From an optimization exercise on the open Yosys and OpenROAD flow, aimed at small area, a short achievable clock period and few clock cycles per item; shortcuts taken in it are not production practice.
The RTL was checked by simulation tests, not by an equivalence proof against the original design.

## multiplier
module multiplier #(MANT_BITS=23, EXP_BITS=8)(
	input wire clk,
	input wire reset_n,
	input wire input_valid,
	input logic [EXP_BITS+MANT_BITS:0] in_a,
	input logic [EXP_BITS+MANT_BITS:0] in_b,
	output logic [EXP_BITS+MANT_BITS:0] data_out,
	output logic output_valid
);
clock: 8.0 ns
lec_check: 0
cap_margin: 20
core_margin: 2
core_utilization: 65
gpl_routability_driven: 0
setup_slack_margin: 2.3
slew_margin: 20
synth_hierarchical: 1
standard.sh (not shown) runs the stock make flow with config.mk's settings and CLKGATE_MAP_FILE= SYNTH_SCRIPT=/design/flow/synth_recipe.tcl, a recipe that flattens the netlist after the stock synthesis.
==> flow/flow/run.sh <==
#!/bin/bash
set -euo pipefail
export BUFFER_PORTS_ARGS="-buffer_cell sky130_fd_sc_hd__buf_4"
bash standard.sh > standard.log 2>&1
The first run ran to the end with no violations.
Testbench counts at the start, summed over its fixed seeds: cycles 3,200, items 3,200.
Rerun with:
GPL_ROUTABILITY_DRIVEN = not set   (was 0)
SETUP_SLACK_MARGIN = 2.2   (was 2.3)
Result: Clock-buffer cell count stays the same. Hold slack gets worse by 28 ps. Routed wire length rises by 2.8%. Setup slack gets worse by 70 ps. Clock skew barely changes. Non-clock buffer count decreases by 13.


multiplier, a different RTL version from the one above (not shown whole).
Size in the first run: roughly 1900 cells after synthesis, ~100 flip-flops, about 100 I/O pins.
==> flow/config.mk <==
export PLATFORM = sky130hd
export DESIGN_NAME = multiplier
export DESIGN_NICKNAME = multiplier
export VERILOG_FILES = /design/flow/design.v
export SDC_FILE = /design/flow/constraint.sdc
export NUM_CORES = 4
export LEC_CHECK = 0
export CAP_MARGIN = 20
export CORE_MARGIN = 2
export CORE_UTILIZATION = 65
export SETUP_SLACK_MARGIN = 3.5
export SLEW_MARGIN = 20
export SYNTH_HIERARCHICAL = 1
==> flow/constraint.sdc <==
create_clock -name core_clock -period 8.0 [get_ports {clk}]
set_input_delay 1.6000 -clock core_clock [delete_from_list [all_inputs] [get_ports {clk}]]
set_output_delay 1.6000 -clock core_clock [all_outputs]
set_load 0.01 [all_outputs]
Scripts as last shown in full above: flow/flow/run.sh
The first run stopped in 5_1_grt with GRT-0232.
Testbench counts at the start, summed over its fixed seeds: cycles 3,200, items 3,200.
Next try:
Settings changed: CORE_UTILIZATION 65 to 50, SETUP_SLACK_MARGIN 3.5 to 2.5.
Outcome: Now the flow completed with no timing, DRC or antenna violations. Area after synthesis does not change. Synthesized cell count does not change.


RTL: one of the versions met above, not the one the previous note started from.
For scale: ~1,800 cells after synthesis, ~110 flip-flops, roughly 100 I/O pins, roughly 19,000 um2 of cells after synthesis.
## multiplier
module multiplier #(MANT_BITS=23, EXP_BITS=8)(
	input wire clk,
	input wire reset_n,
	input wire input_valid,
	input logic [EXP_BITS+MANT_BITS:0] in_a,
	input logic [EXP_BITS+MANT_BITS:0] in_b,
	output logic [EXP_BITS+MANT_BITS:0] data_out,
	output logic output_valid
);
Settings: LEC_CHECK=0, CAP_MARGIN=20, CORE_MARGIN=2, CORE_UTILIZATION=55, SETUP_SLACK_MARGIN=2.3, SLEW_MARGIN=20, SYNTH_HIERARCHICAL=1; clock period 8.0 ns.
Scripts as last shown in full above: flow/flow/run.sh
Testbench counts at the start, summed over its fixed seeds: cycles 3,200, items 3,200.
Edit:
- CORE_UTILIZATION: 55 -> 65
- SETUP_SLACK_MARGIN: 2.3 -> 2.4
The changed run went through all stages and came out clean.
Flip-flop and latch count stays the same.
Synthesized area does not change.
Setup slack improves by 27 ps.
Register-to-register slack stays flat.
Count of clock-buffer cells in the layout came out lower by 1.
Via count went up by 2.8%.
Design area is about the same.
Non-clock buffer count is lower by 3.
Edit:
- SETUP_SLACK_MARGIN: 2.4 -> 2.3
The new run passed the timing, DRC and antenna checks. Core utilization decreases by 1.1 points. Clock-buffer cell count does not change. Setup slack gets worse by 11 ps. Die area does not change. Non-clock buffer count falls by 2. Sequential share of layout area climbs by 0.16 points.


RTL: one of the versions met above, not the one the previous note started from.
For scale: ~1900 cells after synthesis, about 100 flip-flops, about 100 I/O pins, ~19000 um^2 of cells after synthesis.
==> flow/config.mk <==
export PLATFORM = sky130hd
export DESIGN_NAME = multiplier
export DESIGN_NICKNAME = multiplier
export VERILOG_FILES = /design/flow/design.v
export SDC_FILE = /design/flow/constraint.sdc
export NUM_CORES = 4
export LEC_CHECK = 0
export CAP_MARGIN = 20
export CORE_MARGIN = 2
export CORE_UTILIZATION = 45
export SETUP_SLACK_MARGIN = 3.0
export SLEW_MARGIN = 20
export SYNTH_HIERARCHICAL = 1
==> flow/constraint.sdc <==
create_clock -name core_clock -period 8.0 [get_ports {clk}]
set_input_delay 1.6000 -clock core_clock [delete_from_list [all_inputs] [get_ports {clk}]]
set_output_delay 1.6000 -clock core_clock [all_outputs]
set_load 0.01 [all_outputs]
Scripts as last shown in full above: flow/flow/run.sh
The first run completed with no timing, DRC or antenna violations.
Testbench counts at the start, summed over its fixed seeds: cycles 3,200, items 3,200.
Next try:
--- a/flow/config.mk
+++ b/flow/config.mk
@@ -10,2 +10,2 @@
-export CORE_UTILIZATION = 45
-export SETUP_SLACK_MARGIN = 3.0
+export CORE_UTILIZATION = 65
+export SETUP_SLACK_MARGIN = 2.5
Outcome: Routed wire length shrinks by roughly a tenth. Register-to-register slack degrades by 200 ps. Die area shrinks by a quarter to a third. Synthesized area does not change. Global-route usage grows by 8.3 points. Worst setup slack degrades by 200 ps. Cell area shrinks by about a fifth. Final cell count shrinks by roughly a tenth. Worst hold slack improves by 75 ps.
Next try:
--- a/flow/config.mk
+++ b/flow/config.mk
@@ -11 +11 @@
-export SETUP_SLACK_MARGIN = 2.5
+export SETUP_SLACK_MARGIN = 2.2
The changed run finished with timing, DRC and antenna clean.
Global-route usage came out lower by 1.1 points.
Final area came out lower slightly.
Register-to-register slack degrades by 230 ps.
Final cell count came out lower slightly.
Next try:
--- a/flow/config.mk
+++ b/flow/config.mk
@@ -11 +11 @@
-export SETUP_SLACK_MARGIN = 2.2
+export SETUP_SLACK_MARGIN = 2.0
After rerunning: Maximum frequency falls by about 3%. Worst setup slack is worse by 170 ps. Die area stays the same. Via count increases by 0.69%. Area after synthesis stays the same. Wire length hardly moves.

-- what the ideal ports hide --
How much do the figures lean on ideal ports? The routed layouts below were timed once more, with nothing changed but the port constraints. Step 1 sets driving cells, clkbuf_16 on the clock port and buf_2 on the other inputs (assumed; they add their load-dependent delay and slew). Step 2 adds t to the input delays and takes it off the output delays; t is the mean of the earliest and latest rising clock arrival at the registers after step 1. Input paths then give back, and output paths get back, about the clock's delay inside the block. Slacks: no drivers / after step 1 / after step 2; pairs: no drivers / after step 1.
run | shift t [ns] | slack for setup (ns) | worst setup path at the end | worst slew at a driven data input, ns
the first run of note 1 | 0.406 | 2.342 / 2.360 / 1.953 | input to register | 0.04
the second run of note 1 | 0.412 | 2.272 / 2.299 / 1.887 | input to register | 0.04
the second run of note 2 | 0.437 | 2.508 / 2.537 / 2.100 | input to register | 0.05
the first run of note 3 | 0.424 | 2.409 / 2.431 / 2.007 | input to register | 0.04
the second run of note 3 | 0.413 | 2.436 / 2.452 / 2.039 | input to register | 0.04
the third run of note 3 | 0.406 | 2.426 / 2.426 / 2.053 | input to register | 0.05
the first run of note 4 | 0.453 | 2.692 / 2.704 / 2.251 | input to register | 0.06
the second run of note 4 | 0.445 | 2.491 / 2.519 / 2.075 | input to register | 0.05
the third run of note 4 | 0.440 | 2.259 / 2.287 / 1.848 | input to register | 0.05
the fourth run of note 4 | 0.444 | 2.089 / 2.125 / 1.681 | input to register | 0.05
After both steps setup and hold are still met in every run listed. For the first run of note 4, which loses most, drivers alone change the setup slack by +0.012 ns; drivers and shift together by -0.441 ns.
